This is an optimization exercise on Yosys and OpenROAD, whose aim is small area, a short achievable clock period and few clock cycles per item, not a production implementation.
The RTL was checked by simulation tests, not by an equivalence proof against the original design.
No driver is modelled on the clock port, so clocking that relies on it looks cheaper here than on a real chip.
Power figures rest on the tool's default switching activity, not on a simulated workload.

==> flow/design.v, too long to show whole: its modules and the start of the top module <==
// module dot_product_sequential: 12498 lines
module dot_product_sequential #(
    parameter WIDTH = 16,
    parameter N = 8
)(
    input  wire clk,
    input  wire rst_n,
    input  wire input_valid,
    output reg  input_ready,
    input  wire [(WIDTH*N)-1:0] A_vec,
    input  wire [(WIDTH*N)-1:0] B_vec,
    output reg  [(2*WIDTH + $clog2(N)) - 1 : 0] result,
    output reg  output_valid
);
  // ...
==> flow/flow/run.sh <==
#!/bin/bash
# Own layout flow: the standard layout with these changes.
#  Synthesis (the standard flow's script, two changes):
#  1. Yosys's "synth -run fine:" runs with -noabc, so the explicit full-adder tree of the RTL reaches
#     extract_fa intact (abc -fast scrambles its polarity and extract_fa then pads it with inverters).
#  2. extract_fa extracts full adders only (-fa): the RTL's few half adders work on inverted bits,
#     and as ha cells they would need inverters on every pin.
#  Layout: the standard ORFS steps, with
#  - repair_timing asked for a setup margin (SETUP_SLACK_MARGIN), so that it sizes the critical
#    paths for a shorter period than the 15 ns clock (the SDC is the standard flow's, unchanged);
#  - every port still buffered, with a small buffer cell (BUFFER_PORTS_ARGS);
#  - optional power recovery (RECOVER_POWER) after global routing.
set -euo pipefail
MARGIN=${MARGIN:-10.8}
PORTBUF=${PORTBUF:-sky130_fd_sc_hd__buf_1}
RECOVER=${RECOVER:-0}
work=$(pwd)
sed 's/extract_fa {\*}\[dont_use_extract_fa_args\]/extract_fa -fa/' $FLOW_HOME/scripts/synth.tcl > flow_synth_body.tcl
grep -q 'extract_fa -fa$' flow_synth_body.tcl
sed -e 's/-nofsm -noshare/-nofsm -noshare -noabc/' \
    -e "s|source \$::env(SCRIPTS_DIR)/synth.tcl|source $work/flow_synth_body.tcl|" synth_recipe.tcl > flow_synth.tcl
grep -q -- '-noabc' flow_synth.tcl
grep -q flow_synth_body flow_synth.tcl
res=$work/orfs/results/$FLOW_PLATFORM/dot_product_sequential/base
bash standard.sh SYNTH_SCRIPT=$work/flow_synth.tcl $res/1_2_yosys.v > synth.log 2>&1
bash standard.sh SETUP_SLACK_MARGIN=$MARGIN "BUFFER_PORTS_ARGS=-buffer_cell $PORTBUF" \
  RECOVER_POWER=$RECOVER > layout.log 2>&1
==> flow/standard.sh <==
#!/bin/bash
# synth_recipe.tcl (not shown) runs the flow's synth.tcl, then flattens the netlist and writes it again
# the make line also repeats each setting of config.mk as NAME=value (left out here)
make -C /OpenROAD-flow-scripts/flow DESIGN_CONFIG=/design/flow/config.mk WORK_HOME=/design/flow/orfs CLKGATE_MAP_FILE= SYNTH_SCRIPT=/design/flow/synth_recipe.tcl "${@:-finish}"
==> flow/config.mk <==
export PLATFORM = sky130hd
export DESIGN_NAME = dot_product_sequential
export DESIGN_NICKNAME = dot_product_sequential
export VERILOG_FILES = /design/flow/design.v
export SDC_FILE = /design/flow/constraint.sdc
export NUM_CORES = 4
export LEC_CHECK = 0
export CAP_MARGIN = 20
export CORE_MARGIN = 2
export CORE_UTILIZATION = 65
export CTS_CLUSTER_DIAMETER = 100
export CTS_CLUSTER_SIZE = 22
export GPL_ROUTABILITY_DRIVEN = 0
export SLEW_MARGIN = 20
==> flow/constraint.sdc <==
create_clock -name core_clock -period 15.0 [get_ports {clk}]
set_input_delay 3.0000 -clock core_clock [delete_from_list [all_inputs] [get_ports {clk}]]
set_output_delay 3.0000 -clock core_clock [all_outputs]
set_load 0.01 [all_outputs]
==> summary.txt, run 1 <==
STA
  • RSZ-0062 raised after global routing: true
  • Final period util: between 20% and 30%
  • Fmax: approximately 230 MHz

Min path
  • Min-delay worst type: flip-flop to flip-flop
  • Hold_sp: s0[2]

Drt
  • Met1 WL: 80100 um
  • Vias: 45799
  • Via density per instance: roughly 7
  • Post-route DRC: 0

Pwr
  • NetSw: around 0.0077 W
  • Switching share of power: 50.3%
  • Power Density: between 200 and 250 nW/um^2
  • Leakage power: 22.4 nW

Synth
  • Post-Syn Area: 62600 um^2
  • Synth area leader: fa_1
  • Number of synthesized flops with an enable pin: 0
  • Top cell type's share of synthesized area: 63.8%
  • Cells after Synth: between 5000 and 6000
  • Main combinational cell family by area after synthesis: adder cells

GRT
  • Initial antenna violation count: 19
  • First-pass GRT wire length: around 360000 um

Cells and area
  • Seq area share: around 18%
  • Non-clk invs: between 60 and 70
  • Number of clock buffers in the layout: 39
  • Highest-count cells in the layout ignoring fill and taps: 2061 x nand2_1, 1978 x fa_1, 376 x dfxtp_1
  • Most flop-heavy register: s0
  • Final non-clock buffer share: around 2.5%

Die
  • Die Height: roughly 310 um
  • Initial Util: between 60% and 70%
  • Total core area: 95300 um^2

CTS
  • Hold_buf cts: 0
  • Clock sinks: about 570
  • CTS H-tree depth: 2
  • CTS tree: done

Worst setup path
  • WP depth: 7
  • Worst path max stage delay: about 0.88 ns

Outcome
  • Status: finished clean
Testbench counts, summed over its fixed seeds: cycles 1,624, items 1,600.
==> inputs of run 2 (changes only) <==
--- a/flow/config.mk
+++ b/flow/config.mk
@@ -11,4 +11,3 @@
 export CTS_CLUSTER_DIAMETER = 100
 export CTS_CLUSTER_SIZE = 22
-export GPL_ROUTABILITY_DRIVEN = 0
 export SLEW_MARGIN = 20
==> run 2 against run 1 <==
Synthesized cell count is the same. Combinational power grew 4%. First-iteration DRC count shrank 1.0%. Non-clock buffer count grew 2. Sequential power is essentially flat. Via count grew 0.31%. Sequential share of layout area shrank 0.098 points. Power grew 2.7%. Maximum frequency is the same. Design area is essentially flat. Critical endpoint is now s0[184]. Largest cell class unchanged.
==> summary.txt, run 2 <==
Drt
  • Post-route DRC: 0 (unchanged)
  • Via density per instance: 7.02 (was 7.00)
  • DRT antenna net count: 0 (unchanged)
  • First drt pass iteration count: 14 (was 12)
  • DRT Wirelength: 266000 um (was 259000 um)
  • Vias: 45943 (was 45799)
  • DR WL/cell: 40.6 um (was 39.6 um)
  • DR iter-0 viols: 7599 (was 7676)

Cells and area
  • Sequential standard cell area: 11900 um^2 (was 12000 um^2)
  • Layout overhead on the synthesized area: 4.75% (about the same)
  • Final nets: 7513 (was 7510)
  • FILL cells: 6965 (was 7153)
  • Max FFs per register: 212 (unchanged)
  • Largest regs: s0: 212 flops, a_q: 128 flops, b_q: 128 flops (unchanged)
  • Commonest non-fill, non-tap cell in the layout: nand2_1 (unchanged)
  • Post-route cell area: 65600 um^2 (about the same)
  • Highest-count cells in the layout ignoring fill and taps: 2061 x nand2_1, 1981 x fa_1, 378 x dfxtp_1 (was 2061 x nand2_1, 1978 x fa_1, 376 x dfxtp_1)
  • Post-route insts no fill: 6544 (was 6542)
  • Layout cell share with drive strength beyond 1: 6.75% (was 6.69%)
  • Multi-input logic area: 49000 um^2 (about the same)
  • Most flop-heavy register: s0 (unchanged)

Worst setup path
  • CP cell instances: nand2_1 -> fa_1 -> fa_1 -> fa_1 -> fa_1 -> fa_1 -> fa_1 (unchanged)
  • Worst flop-to-flop path endpoint: s0[184] (was s0[70])
  • Crit Path Category: flip-flop to flip-flop (unchanged)
  • CP Capture Type: flip-flop (unchanged)
  • Worst-path maximum fanout: 16 (unchanged)
  • R2R Path Start: b_q[94] (was a_q[22])
  • Worst path most repeated cell: fa_1 (unchanged)
  • Crit path buffers/inverters: 0 (unchanged)
  • Worst path max stage delay: 0.69 ns (was 0.88 ns)
  • Worst EP required: 15.54 ns (was 15.58 ns)
  • Startpoint Class: flip-flop (unchanged)
  • Arr. time, crit path: 4.82 ns (was 4.86 ns)
  • Critical path's top delay family: adder cells (unchanged)
  • Slowest CP cell: fa_1 (unchanged)
  • R2R depth: 7 (unchanged)
  • R2R Setup Slk: 10.72 ns (about the same)

Pwr
  • NetSw: 0.00794 W (was 0.00767 W)
  • Clock power share: 7.1% (was 7.2%)
  • Leakage power: 22.4 nW (about the same)
  • Switching share of power: 50.7% (was 50.3%)
  • Power Density: 239 nW/um^2 (was 233 nW/um^2)
  • Total power: 0.0157 W (was 0.0153 W)
  • Seq pwr share: 18.0% (was 18.5%)
  • Pint: 0.00773 W (was 0.00758 W)
  • Peak supply drop: 0.215 mV (was 0.266 mV)
  • Comb power frac: 74.9% (was 74.3%)

CTS
  • Clock sinks: 573 (unchanged)
  • Clk latency of the worst-skew pair: 0.69 ns (was 0.68 ns)
  • CTS tree: done (unchanged)
  • CTS clk-pin slew, worst paths: 0.09 ns (about the same)
  • Clk root buf: clkbuf_16 (unchanged)
  • Post-CTS Setup Bufs: 0 (unchanged)
  • Clk buf depth: 3 (unchanged)
  • Cts bufs inserted: 37 (was 36)
  • CTS H-tree depth: 2 (unchanged)

STA
  • RSZ-0062 raised after global routing: true (unchanged)
  • Hold_ws: 0.332 ns (was 0.327 ns)
  • Relative slew slack: 42.3% (was 37.0%)
  • Fmax: 234 MHz (unchanged)
  • Final setup vio count: 0 (unchanged)
  • Setup Skew: 0.0592 ns (was 0.0518 ns)
  • Endpoints failing hold: 0 (unchanged)
  • TNS Setup: 0 ns (unchanged)
  • Final Slew Violations: 0 (unchanged)
  • Post-route minimum period: 4.28 ns (unchanged)
  • Final period util: 28.5% (unchanged)
  • Slew @ Worst Pin: 0.857 ns (was 0.946 ns)

Die
  • Die Height: 314 um (unchanged)
  • Die ar.: 98800 um^2 (unchanged)
  • Initial Util: 65.7% (unchanged)
  • Total core area: 95300 um^2 (unchanged)
  • IO Pins: 296 (unchanged)
  • Num rows: 113 (unchanged)
  • Die width: 314 um (unchanged)

GRT
  • Initial antenna violation count: 11 (was 19)
  • Vias in the first global route: 48922 (was 48204)
  • Total grt overflow: 0 (unchanged)
  • First-pass GRT wire length: 368000 um (was 360000 um)
  • Gr usage total: 55.5% (was 54.3%)
  • Largest net degree at the start of global routing: 24 (unchanged)

Place
  • Placed wire-length estimate: 214000 um (was 209000 um)
  • GPL Wtd Cong: between 1 and 1.5
  • Port bufs: 295 (unchanged)
  • Post-Place Cells: 6483 (was 6481)
  • Placed Area: 63900 um^2 (about the same)

Synth
  • Seq cells post-synth: 573 (unchanged)
  • Post-Syn Area: 62600 um^2 (unchanged)
  • Synth Warn #: 1 (unchanged)
  • Synth area leader: fa_1 (unchanged)
  • Number of synthesized flops with an enable pin: 0 (unchanged)
  • Sequential fraction of the synthesis area: 18.4% (unchanged)
  • Cells after Synth: 5368 (unchanged)
  • Cell variety after synth: 44 (unchanged)
  • Top post-synthesis cells by count: 2061 x nand2_1, 1997 x fa_1, 568 x dfxtp_1, 511 x clkbuf_1, 63 x inv_1 (unchanged)
  • FFs w/ async S/R, synth: 0.873% (unchanged)
  • Top FF cell, synth: dfxtp_1 (unchanged)
  • Top cell type's share of synthesized area: 63.8% (unchanged)
  • Ranking of synthesized cells by area: fa_1 64%, dfxtp_1 18%, nand2_1 12% (unchanged)
  • Most frequent cell after synthesis: nand2_1 (unchanged)
  • Mapped Avg Cell Area: 11.7 um^2 (unchanged)
  • Net count after synthesis: 7624 (unchanged)

Min path
  • Depth of the worst hold-timing path: 0 (unchanged)
  • Min-delay worst type: flip-flop to flip-flop (unchanged)
  • Hold Path End: s1[1] (was s1[2])
  • Hold_sp: s0[1] (was s0[2])

Outcome
  • Status: finished clean (unchanged)

Job
  • Max_cap viols: 0 (unchanged)
## run 2: kinds of logic (layout without fill, tap and decap cells)
| group | Yosys count | in the layout | synth area share [%] |
|---|---|---|---|
| XOR/XNOR | 63 | 63 | 0.881 |
| flip-flops | 573 | 573 | 18.4 |
| AND/OR/NAND/NOR | 2106 | 2106 | 12.8 |
| adder cells (fa/ha/maj) | 2004 | 2004 | 64.0 |
| other | 1 | 7 | 0.00599 |
| AO/OA/AOI/OAI | 46 | 46 | 0.557 |
| buffers and inverters | 575 | 480 | 3.45 |
## run 2: repair_timing
action	CTS	global route
hold endpoints to repair	0	0
pin swaps	0	1
gates resized for setup	189	110
hold buffers	0	0
endpoints found under the setup margin	178	105
## run 2: layer usage
metal	vias to the layer above	global-route usage (%)	wire length (um)
met2	5393	72.3	103000
met3	1518	42.0	58900
met4	36	28.6	19900
met1	23536	65.4	82100
li1	15460	-	-
met5	-	13.3	1720
## run 2: worst register-to-register path: stages (launching register included)
cell and delay (ns):
dfxtp_2 0.66, nand2_1 0.17, fa_1 0.69, fa_1 0.65, fa_1 0.54, fa_1 0.42, fa_1 0.60, fa_1 0.42
## run 2: final cells by class
class / instances / share of cell area [%]
Timing Repair Buffer: 362 / 2.49
Multi-Input combinational cell: 4220 / 74.7
Inverter: 63 / 0.360
Clock inverter: 12 / 0.301
Sequential cell: 573 / 18.2
Tap cell: 1265 / 2.41
Antenna cell: 6 / 0.0229
Clock buffer: 43 / 1.48
## run 2: worst max path at each step
stage          endpoint  slack, ns     from  cells past startpoint
2_1_floorplan   s0[134]      11.05   b_q[9]                      9
3_3_place_gp    s0[132]      10.29  b_q[15]                      7
3_5_place_dp    s0[132]      10.31  b_q[15]                      7
4_1_cts         s0[184]      10.80  a_q[75]                      7
5_1_grt          s0[90]      10.77  a_q[28]                      7
6_report        s0[184]      10.72  b_q[94]                      7
## run 2: metrics by stage
| stage | util [%] | setup WS (ns) |
|---|---|---|
| 6_report | 68.8 | 10.72 |
| 5_1_grt | 68.8 | 10.77 |
| 4_1_cts | 68.5 | 10.80 |
| 3_5_place_dp | 67.1 | 10.31 |
| 3_3_place_gp | 67.1 | 10.29 |
| 2_1_floorplan | - | 11.05 |
## run 2: power by group through the flow
stage / combinational, W / sequential (W) / clock, W
final: 0.0117 / 0.00282 / 0.00112
after global placement: 0.0107 / 0.00281 / 0
after detailed placement: 0.0110 / 0.00284 / 0
after global routing: 0.0124 / 0.00286 / 0.00117
after CTS: 0.0111 / 0.00281 / 0.00112
after floorplan: 0.00638 / 0.00259 / 0
==> inputs of run 3 (changes only) <==
--- a/flow/flow/run.sh
+++ b/flow/flow/run.sh
@@ -10,9 +10,14 @@
 #    paths for a shorter period than the 15 ns clock (the SDC is the standard flow's, unchanged);
 #  - every port still buffered, with a small buffer cell (BUFFER_PORTS_ARGS);
-#  - optional power recovery (RECOVER_POWER) after global routing.
+#  - optionally (CTSREPAIR_SKIP=1) no timing repair right after CTS, so that the repair after
+#    global routing sees the skew below;
+#  - after CTS, flow/skew.tcl delays the clock of the internal s0 pipeline registers by one
+#    clock buffer (useful skew between internal register stages; see skew.tcl).
+# Each tool's output goes to its own log in this folder (synth.log, layout_cts.log, skew.log,
+# layout.log) besides ORFS's own logs under orfs/logs.
 set -euo pipefail
 MARGIN=${MARGIN:-10.8}
 PORTBUF=${PORTBUF:-sky130_fd_sc_hd__buf_1}
-RECOVER=${RECOVER:-0}
+CTSREPAIR_SKIP=${CTSREPAIR_SKIP:-1}
 work=$(pwd)
 sed 's/extract_fa {\*}\[dont_use_extract_fa_args\]/extract_fa -fa/' $FLOW_HOME/scripts/synth.tcl > flow_synth_body.tcl
@@ -25,3 +30,5 @@
 bash standard.sh SYNTH_SCRIPT=$work/flow_synth.tcl $res/1_2_yosys.v > synth.log 2>&1
 bash standard.sh SETUP_SLACK_MARGIN=$MARGIN "BUFFER_PORTS_ARGS=-buffer_cell $PORTBUF" \
-  RECOVER_POWER=$RECOVER > layout.log 2>&1
+  SKIP_CTS_REPAIR_TIMING=$CTSREPAIR_SKIP cts > layout_cts.log 2>&1
+RESULTS=$res openroad -no_init -exit $work/flow/skew.tcl > skew.log 2>&1
+bash standard.sh SETUP_SLACK_MARGIN=$MARGIN "BUFFER_PORTS_ARGS=-buffer_cell $PORTBUF" > layout.log 2>&1
==> flow/flow/skew.tcl (new file) <==
# Useful skew for an internal pipeline register: after CTS, the clock of the s0 registers (the
# middle of the adder tree; neither inputs nor outputs touch them) is taken through one extra
# clock buffer per leaf clock net. This moves time from the s0 -> s1 stage, which has slack, to
# the a_q -> s0 stage. No register that captures an input or drives an output is touched.
set odb $::env(RESULTS)/4_cts.odb
read_db $odb
set block [ord::get_db_block]
set db [ord::get_db]
set groups [dict create]
foreach inst [$block getInsts] {
  if {[string match "s0*_DFF_P_" [$inst getName]]} {
    set it [$inst findITerm CLK]
    dict lappend groups [[$it getNet] getName] $inst
  }
}
set k 0
dict for {netname insts} $groups {
  set net [$block findNet $netname]
  set n [llength $insts]
  set mname [expr {$n > 8 ? "sky130_fd_sc_hd__clkbuf_16" : "sky130_fd_sc_hd__clkbuf_8"}]
  set master [$db findMaster $mname]
  # a small buffer in front of the one that drives the registers adds delay without loading the
  # leaf clock net
  set midnet [odb::dbNet_create $block "skew_clk_pre_$k"]
  $midnet setSigType CLOCK
  set pre [odb::dbInst_create $block [$db findMaster sky130_fd_sc_hd__clkbuf_2] "skew_clkbuf_pre_$k"]
  $pre setSourceType TIMING
  [$pre findITerm A] connect $net
  [$pre findITerm X] connect $midnet
  set newnet [odb::dbNet_create $block "skew_clk_$k"]
  $newnet setSigType CLOCK
  set buf [odb::dbInst_create $block $master "skew_clkbuf_$k"]
  $buf setSourceType TIMING
  [$buf findITerm A] connect $midnet
  [$buf findITerm X] connect $newnet
  set xs 0; set ys 0
  foreach inst $insts {
    set it [$inst findITerm CLK]
    $it disconnect
    $it connect $newnet
    set loc [$inst getLocation]
    set xs [expr {$xs + [lindex $loc 0]}]; set ys [expr {$ys + [lindex $loc 1]}]
  }
  $buf setLocation [expr {$xs / $n}] [expr {$ys / $n}]
  $buf setPlacementStatus PLACED
  $pre setLocation [expr {$xs / $n}] [expr {$ys / $n}]
  $pre setPlacementStatus PLACED
  puts "skew buffer $k ($mname) on $netname for $n s0 registers"
  incr k
}
global_connect
detailed_placement
check_placement -verbose
write_db $odb
==> run 3 against run 2 <==
Still clean. Clock power is 24% higher. Utilization increased by 0.17 points. Maximum frequency down 1.9%. Critical path depth stayed put. Power increased by 2.3%. Setup slack got worse by 0.084 ns. Synthesized area did not move. Register-to-register slack lost 0.08 ns. Cell count increased by 0.57%. Count of clock-buffer cells in the layout is 36 higher. Critical endpoint is now s0[28].
==> summary.txt, run 3 <==
Pwr
  • Comb power frac: 73.6% (was 74.9%)
  • Clock power share: 8.7% (was 7.1%)
  • Power Density: 244 nW/um^2 (was 239 nW/um^2)
  • Seq pwr share: 17.7% (was 18.0%)
  • Peak supply drop: 0.218 mV (was 0.215 mV)
  • NetSw: 0.00806 W (was 0.00794 W)
  • Switching share of power: 50.3% (was 50.7%)
  • Leakage power: 22.6 nW (was 22.4 nW)
  • Pint: 0.00796 W (was 0.00773 W)

Drt
  • Via density per instance: 7.00 (was 7.02)
  • Post-route DRC: 0 (unchanged)
  • DRT antenna net count: 0 (unchanged)
  • DR WL/cell: 40.5 um (was 40.6 um)
  • Vias: 46061 (was 45943)
  • First drt pass iteration count: 14 (unchanged)
  • DR iter-0 viols: 7618 (was 7599)
  • DRT Wirelength: 267000 um (was 266000 um)

Die
  • Die Height: 314 um (unchanged)
  • IO Pins: 296 (unchanged)
  • Die ar.: 98800 um^2 (unchanged)
  • Total core area: 95300 um^2 (unchanged)
  • Num rows: 113 (unchanged)
  • Initial Util: 65.7% (unchanged)
  • Die width: 314 um (unchanged)

STA
  • Slew @ Worst Pin: 1.24 ns (was 0.857 ns)
  • Setup Skew: 0.319 ns (was 0.0592 ns)
  • Fmax: 229 MHz (was 234 MHz)
  • RSZ-0062 raised after global routing: false (was true)
  • Post-route minimum period: 4.36 ns (was 4.28 ns)
  • Final setup vio count: 0 (unchanged)
  • Final period util: 29.1% (was 28.5%)
  • Final Slew Violations: 0 (unchanged)
  • Relative slew slack: 16.8% (was 42.3%)
  • Endpoints failing hold: 0 (unchanged)
  • TNS Setup: 0 ns (unchanged)

Worst setup path
  • Worst EP required: 15.75 ns (was 15.54 ns)
  • Crit path buffers/inverters: 0 (unchanged)
  • Slowest CP cell: dfxtp_1 (was fa_1)
  • WP depth: 7 (unchanged)
  • Worst path most repeated cell: fa_1 (unchanged)
  • Worst-path maximum fanout: 16 (unchanged)
  • R2R depth: 7 (unchanged)
  • CP cell instances: nand2_1 -> fa_1 -> fa_1 -> fa_1 -> fa_1 -> fa_1 -> fa_1 (unchanged)
  • Critical path's top delay family: adder cells (unchanged)
  • Startpoint Class: flip-flop (unchanged)
  • Worst path max stage delay: 0.94 ns (was 0.69 ns)
  • CP Capture Type: flip-flop (unchanged)
  • Arr. time, crit path: 5.12 ns (was 4.82 ns)
  • Crit Path Category: flip-flop to flip-flop (unchanged)

Synth
  • Most frequent cell after synthesis: nand2_1 (unchanged)
  • Number of synthesized flops with an enable pin: 0 (unchanged)
  • Seq cells post-synth: 573 (unchanged)
  • Top cell type's share of synthesized area: 63.8% (unchanged)
  • Mapped Avg Cell Area: 11.7 um^2 (unchanged)
  • Cells after Synth: 5368 (unchanged)
  • Synth area leader: fa_1 (unchanged)
  • Synth Warn #: 1 (unchanged)
  • Ranking of synthesized cells by area: fa_1 64%, dfxtp_1 18%, nand2_1 12% (unchanged)
  • Sequential fraction of the synthesis area: 18.4% (unchanged)
  • Cell variety after synth: 44 (unchanged)
  • Top post-synthesis cells by count: 2061 x nand2_1, 1997 x fa_1, 568 x dfxtp_1, 511 x clkbuf_1, 63 x inv_1 (unchanged)
  • Top FF cell, synth: dfxtp_1 (unchanged)
  • Post-Syn Area: 62600 um^2 (unchanged)
  • FFs w/ async S/R, synth: 0.873% (unchanged)
  • Net count after synthesis: 7624 (unchanged)

Job
  • Max_cap viols: 0 (unchanged)

CTS
  • CTS H-tree depth: 2 (unchanged)
  • Clock sinks: 573 (unchanged)
  • Clk latency of the worst-skew pair: 0.93 ns (was 0.69 ns)
  • Clk buf depth: 3 (unchanged)
  • CTS clk-pin slew, worst paths: 0.09 ns (about the same)
  • Clk root buf: clkbuf_16 (unchanged)
  • Cts bufs inserted: 37 (unchanged)
  • CTS tree: done (unchanged)

Cells and area
  • Most flop-heavy register: s0 (unchanged)
  • Max FFs per register: 212 (unchanged)
  • Post-route insts no fill: 6581 (was 6544)
  • Final nets: 7549 (was 7513)
  • Largest regs: s0: 212 flops, a_q: 128 flops, b_q: 128 flops (unchanged)
  • Sequential standard cell area: 11700 um^2 (was 11900 um^2)
  • Multi-input logic area: 49000 um^2 (about the same)
  • Layout overhead on the synthesized area: 5.00% (was 4.75%)
  • Highest-count cells in the layout ignoring fill and taps: 2061 x nand2_1, 1996 x fa_1, 414 x dfxtp_1 (was 2061 x nand2_1, 1981 x fa_1, 378 x dfxtp_1)
  • FILL cells: 6949 (was 6965)
  • Layout cell share with drive strength beyond 1: 6.37% (was 6.75%)
  • Commonest non-fill, non-tap cell in the layout: nand2_1 (unchanged)
  • Post-route cell area: 65800 um^2 (was 65600 um^2)

GRT
  • Gr usage total: 55.8% (was 55.5%)
  • Total grt overflow: 0 (unchanged)
  • First-pass GRT wire length: 369000 um (was 368000 um)
  • Initial antenna violation count: 11 (unchanged)
  • Vias in the first global route: 49310 (was 48922)
  • Largest net degree at the start of global routing: 24 (unchanged)

Outcome
  • Status: finished clean (unchanged)

Place
  • Placed wire-length estimate: 214000 um (unchanged)
  • Placed Area: 63900 um^2 (unchanged)
  • Port bufs: 295 (unchanged)
  • GPL Wtd Cong: 1.13 (unchanged)
  • Post-Place Cells: 6483 (unchanged)

Min path
  • Min-delay worst type: flip-flop to flip-flop (unchanged)
  • Depth of the worst hold-timing path: 0 (unchanged)
## run 3: cell counts after synthesis
No cell type changed its count.
## run 3: layout make-up
type | instances | share of cell area (%)
antenna | 7 | 0.0266
clock buffer | 79 | 2.21
clock inverter | 12 | 0.301
inverter | 63 | 0.360
multi-input combinational | 4220 | 74.5
sequential | 573 | 17.8
tap | 1265 | 2.41
timing repair buffer | 362 | 2.45
## run 3: worst paths after layout
| check | from | to | slack, ns |
|---|---|---|---|
| max | b_q[64] | s0[28] | 10.64 |
| max in group asynchronous | rst_n | vpipe[2] | 12.62 |
| max reg2reg | b_q[64] | s0[28] | 10.64 |
| min in group asynchronous | rst_n | vpipe[0] | 2.16 |
| min reg2reg | vpipe[1] | vpipe[2] | 0.36 |
| min | vpipe[1] | vpipe[2] | 0.36 |
## run 3: power by group through the flow
stage / Combinational, W / Clock, W / Sequential, W
floorplan: 0.00638 / 0 / 0.00259
global placement: 0.0107 / 0 / 0.00281
detailed placement: 0.0110 / 0 / 0.00284
CTS: 0.0111 / 0.00112 / 0.00281
global route: 0.0124 / 0.00144 / 0.00287
finish: 0.0118 / 0.00139 / 0.00283
## run 3: worst reg2reg max path, delay by kind of cell (launching register included)
family | cells | cell delay [ns]
adders and majority gates | 6 | 3.16
and+or+nand+nor | 1 | 0.34
DFF | 1 | 0.94
## run 3: logic make-up after synthesis
group | share of synthesized area (%)
simple gates | 12.8
fa+ha+maj | 64.0
buf+inv | 3.45
xor+xnor | 0.881
compound gates | 0.557
flops | 18.4
other cells | 0.00599
## run 3: metrics by stage
step                util (%)  worst slack [ns]  hold slack, ns  total power [W]
global route            69.0             10.80           0.363           0.0167
finish                  69.0             10.64           0.356           0.0160
floorplan                  -             11.05           0.310          0.00897
detailed placement      67.1             10.31           0.312           0.0139
CTS                     68.3             10.26           0.331           0.0150
global placement        67.1             10.29           0.311           0.0135
## run 3: layer usage
layer  track usage, %  up-vias  part of all wire (%)
li1                 -    15538                     -
met4             29.3       52                   7.6
met5             16.7        -                   1.0
met1             65.2    23692                    31
met3             41.6     1483                    22
met2             73.1     5296                    39
==> inputs of run 4 (changes only) <==
--- a/flow/flow/run.sh
+++ b/flow/flow/run.sh
@@ -19,5 +19,5 @@
 MARGIN=${MARGIN:-10.8}
 PORTBUF=${PORTBUF:-sky130_fd_sc_hd__buf_1}
-CTSREPAIR_SKIP=${CTSREPAIR_SKIP:-1}
+CTSREPAIR_SKIP=${CTSREPAIR_SKIP:-0}
 work=$(pwd)
 sed 's/extract_fa {\*}\[dont_use_extract_fa_args\]/extract_fa -fa/' $FLOW_HOME/scripts/synth.tcl > flow_synth_body.tcl
==> run 4 against run 3 <==
Maximum frequency up 4.1%. Sequential power about the same. Register-to-register slack better by 0.21 ns. Routed wire length about the same. Largest power group unchanged. Sequential share of layout area up 0.065 points. Clock power about the same. Global-route usage up 0.052 points. Via count about the same. Non-clock buffer count unchanged.
==> summary.txt, run 4 <==
Drt
  • DR iter-0 viols: 7640 (was 7618)
  • DRT Wirelength: 266000 um (was 267000 um)
  • Top Metal Used: met5 (unchanged)
  • Post-route DRC: 0 (unchanged)
  • DRT antenna net count: 0 (unchanged)
  • Via density per instance: 6.99 (was 7.00)
  • Vias: 46033 (was 46061)
  • DR WL/cell: 40.5 um (about the same)
  • Metal2 WL: 103000 um (was 104000 um)
  • DR WL met3: 57400 um (was 57900 um)
  • Met1 WL: 82800 um (was 82100 um)
  • First drt pass iteration count: 14 (unchanged)

Die
  • Die Height: 314 um (unchanged)
  • Die width: 314 um (unchanged)
  • Die ar.: 98800 um^2 (unchanged)
  • Total core area: 95300 um^2 (unchanged)
  • IO Pins: 296 (unchanged)
  • Initial Util: 65.7% (unchanged)
  • Num rows: 113 (unchanged)

STA
  • Final period util: 27.9% (was 29.1%)
  • Final WS setup: 10.81 ns (was 10.64 ns)
  • Post-route minimum period: 4.19 ns (was 4.36 ns)
  • Final Slew Violations: 0 (unchanged)
  • Fmax: 239 MHz (was 229 MHz)
  • Slew @ Worst Pin: 1.23 ns (was 1.24 ns)
  • Endpoints failing hold: 0 (unchanged)
  • RSZ-0062 raised after global routing: false (unchanged)
  • Setup Skew: 0.324 ns (was 0.319 ns)
  • Relative slew slack: 17.6% (was 16.8%)
  • TNS Setup: 0 ns (unchanged)
  • Final setup vio count: 0 (unchanged)

Place
  • Port bufs: 295 (unchanged)
  • Placed wire-length estimate: 214000 um (unchanged)
  • Placed Area: 63900 um^2 (unchanged)
  • Post-Place Cells: 6483 (unchanged)
  • DP Worst Slack: 10.31 ns (unchanged)
  • GPL Wtd Cong: 1.13 (unchanged)

Synth
  • Ranking of synthesized cells by area: fa_1 64%, dfxtp_1 18%, nand2_1 12% (unchanged)
  • Post-Syn Area: 62600 um^2 (unchanged)
  • Synth area leader: fa_1 (unchanged)
  • FFs w/ async S/R, synth: 0.873% (unchanged)
  • Most frequent cell after synthesis: nand2_1 (unchanged)
  • Cells after Synth: 5368 (unchanged)
  • Seq cells post-synth: 573 (unchanged)
  • Top FF cell, synth: dfxtp_1 (unchanged)
  • Top post-synthesis cells by count: 2061 x nand2_1, 1997 x fa_1, 568 x dfxtp_1, 511 x clkbuf_1, 63 x inv_1 (unchanged)
  • Net count after synthesis: 7624 (unchanged)
  • Synth Warn #: 1 (unchanged)
  • Sequential fraction of the synthesis area: 18.4% (unchanged)
  • Top cell type's share of synthesized area: 63.8% (unchanged)
  • Cell variety after synth: 44 (unchanged)
  • Number of synthesized flops with an enable pin: 0 (unchanged)
  • Mapped Avg Cell Area: 11.7 um^2 (unchanged)

Cells and area
  • Final nets: 7549 (unchanged)
  • Post-route insts no fill: 6583 (was 6581)
  • Fin util: 69.1% (was 69.0%)
  • FILL cells: 6930 (was 6949)
  • Highest-count cells in the layout ignoring fill and taps: 2061 x nand2_1, 1995 x fa_1, 389 x dfxtp_1 (was 2061 x nand2_1, 1996 x fa_1, 414 x dfxtp_1)
  • Post-route cell area: 65800 um^2 (about the same)
  • Max FFs per register: 212 (unchanged)
  • Commonest non-fill, non-tap cell in the layout: nand2_1 (unchanged)
  • Layout cell share with drive strength beyond 1: 6.86% (was 6.37%)
  • Largest regs: s0: 212 flops, a_q: 128 flops, b_q: 128 flops (unchanged)
  • Most flop-heavy register: s0 (unchanged)
  • Layout overhead on the synthesized area: 5.10% (was 5.00%)

Outcome
  • Status: finished clean (unchanged)

Worst setup path
  • R2R depth: 7 (unchanged)
  • Crit path buffers/inverters: 1 (was 0)
  • Worst-path maximum fanout: 2 (was 16)
  • Crit Path Category: flip-flop to output port (was flip-flop to flip-flop)
  • Worst path max stage delay: 0.38 ns (was 0.94 ns)
  • Startpoint Class: flip-flop (unchanged)
  • Worst EP required: 12.00 ns (was 15.75 ns)
  • R2R Setup Slk: 10.85 ns (was 10.64 ns)
  • R2R Path Start: a_q[35] (was b_q[64])
  • Worst flop-to-flop path endpoint: s0[85] (was s0[28])
  • CP cell instances: buf_1 (was nand2_1 -> fa_1 -> fa_1 -> fa_1 -> fa_1 -> fa_1 -> fa_1)
  • Slowest CP cell: dfrtp_1 (was dfxtp_1)
  • Arr. time, crit path: 1.19 ns (was 5.12 ns)
  • Critical path's top delay family: flip-flops (was adder cells)
  • CP Capture Type: output port (was flip-flop)

CTS
  • Cts bufs inserted: 37 (unchanged)
  • CTS tree: done (unchanged)
  • Clk latency of the worst-skew pair: 0.94 ns (was 0.93 ns)
  • CTS H-tree depth: 2 (unchanged)
  • CTS clk-pin slew, worst paths: 0.09 ns (about the same)
  • Post-CTS Setup Bufs: 0
  • Clk root buf: clkbuf_16 (unchanged)
  • Clock sinks: 573 (unchanged)
  • Clk buf depth: 3 (unchanged)

Pwr
  • Leakage power: 22.6 nW (about the same)
  • Power Density: 243 nW/um^2 (was 244 nW/um^2)
  • Peak supply drop: 0.218 mV (about the same)

GRT
  • Initial antenna violation count: 12 (was 11)
  • Gr usage total: 55.9% (was 55.8%)
  • First-pass GRT wire length: 370000 um (was 369000 um)
  • Largest net degree at the start of global routing: 24 (unchanged)
  • Vias in the first global route: 49337 (was 49310)
  • Total grt overflow: 0 (unchanged)

Min path
  • Hold Path End: vpipe[2] (unchanged)
  • Depth of the worst hold-timing path: 0 (unchanged)
  • Hold_sp: vpipe[1] (unchanged)
  • Min-delay worst type: flip-flop to flip-flop (unchanged)

Job
  • Max_cap viols: 0 (unchanged)
-- run 4: final cells by class --
cell class | count | area, um^2 | share of cell area (%)
Multi-Input combinational cell | 4220 | 49000 | 74.4
Sequential cell | 573 | 11700 | 17.8
Timing Repair Buffer | 362 | 1610 | 2.45
Tap cell | 1265 | 1580 | 2.40
Clock buffer | 79 | 1450 | 2.21
Inverter | 63 | 236 | 0.359
Clock inverter | 12 | 198 | 0.300
Antenna cell | 9 | 22.5 | 0.0342
-- run 4: cells by family (layout without fill, tap and decap cells) --
| logic type | count (synthesis) | in the layout | share of synthesized area [%] |
|---|---|---|---|
| AOI/OAI and AO/OA | 46 | 46 | 0.557 |
| adders and majority gates | 2004 | 2004 | 64.0 |
| buffers and inverters | 575 | 516 | 3.45 |
| other | 1 | 10 | 0.00599 |
| xor gates and xnor gates | 63 | 63 | 0.881 |
| and+or+nand+nor | 2106 | 2106 | 12.8 |
| DFF | 573 | 573 | 18.4 |
-- run 4: worst max path at each step --
stage,start,endpoint,slack (ns),cells after the start
after floorplan,b_q[9],s0[134],11.05,9
after global placement,b_q[15],s0[132],10.29,7
after detailed placement,b_q[15],s0[132],10.31,7
after CTS,a_q[75],s0[184],10.80,7
after global routing,input_ready,input_ready,10.81,1
final,input_ready,input_ready,10.81,1
-- run 4: repair_timing --
item | CTS | global route
resized for setup | 189 | 0
endpoints found under the hold margin | 0 | 0
endpoints found under the setup margin | 178 | 0
hold buffers | 0 | 0
-- run 4: stage by stage --
stage	hold WS, ns	power [W]
final	0.356	0.0160
after global routing	0.363	0.0167
after CTS	0.331	0.0150
after detailed placement	0.312	0.0139
after global placement	0.311	0.0135
after floorplan	0.310	0.00897
-- run 4: power by group --
part | internal, W | total (W) | leakage [nW] | switching (W)
sequential | 0.00233 | 0.00283 | 4.85 | 0.000503
clock | 0.000710 | 0.00140 | 0.840 | 0.000686
combinational | 0.00492 | 0.0118 | 16.9 | 0.00687
total | 0.00796 | 0.0160 | 22.6 | 0.00806
-- run 4: per-layer routing --
| metal | vias to the layer above | global-route usage [%] |
|---|---|---|
| li1 | 15545 | - |
| met1 | 23619 | 65.6 |
| met2 | 5244 | 72.8 |
| met3 | 1579 | 41.4 |
| met4 | 46 | 30.0 |
| met5 | - | 16.0 |

## re-timing with driven ports
No port has a modelled driver above. Below, the same layouts with a new extraction and two added sets of constraints.
Step 1: set_driving_cell puts a clkbuf_16 on clk and a buf_2 on each other input, an assumption about the parent block.
Step 2, shift: input delay + t, output delay - t, t = (earliest + latest rising clock arrival at the registers) / 2. This alone moves slack from input paths to output paths.
Three values: ideal ports, drivers, drivers and shift; two values: the first two.
| run | t, ns | slack for setup (ns) | latest minus earliest clock arrival (ns) | cell pins on the clock port's net |
|---|---|---|---|---|
| run 1 | 0.730 | 10.721 / 10.721 / 10.721 | 0.055 / 0.055 | 1 |
| run 2 | 0.742 | 10.721 / 10.714 / 10.721 | 0.060 / 0.059 | 1 |
| run 3 | 0.857 | 10.637 / 10.637 / 10.637 | 0.318 / 0.319 | 1 |
| run 4 | 0.863 | 10.808 / 10.727 / 10.846 | 0.324 / 0.324 | 1 |
Clock arrivals are far apart in run 3 and run 4, so t is only a midpoint there and step 2 fits no single register.
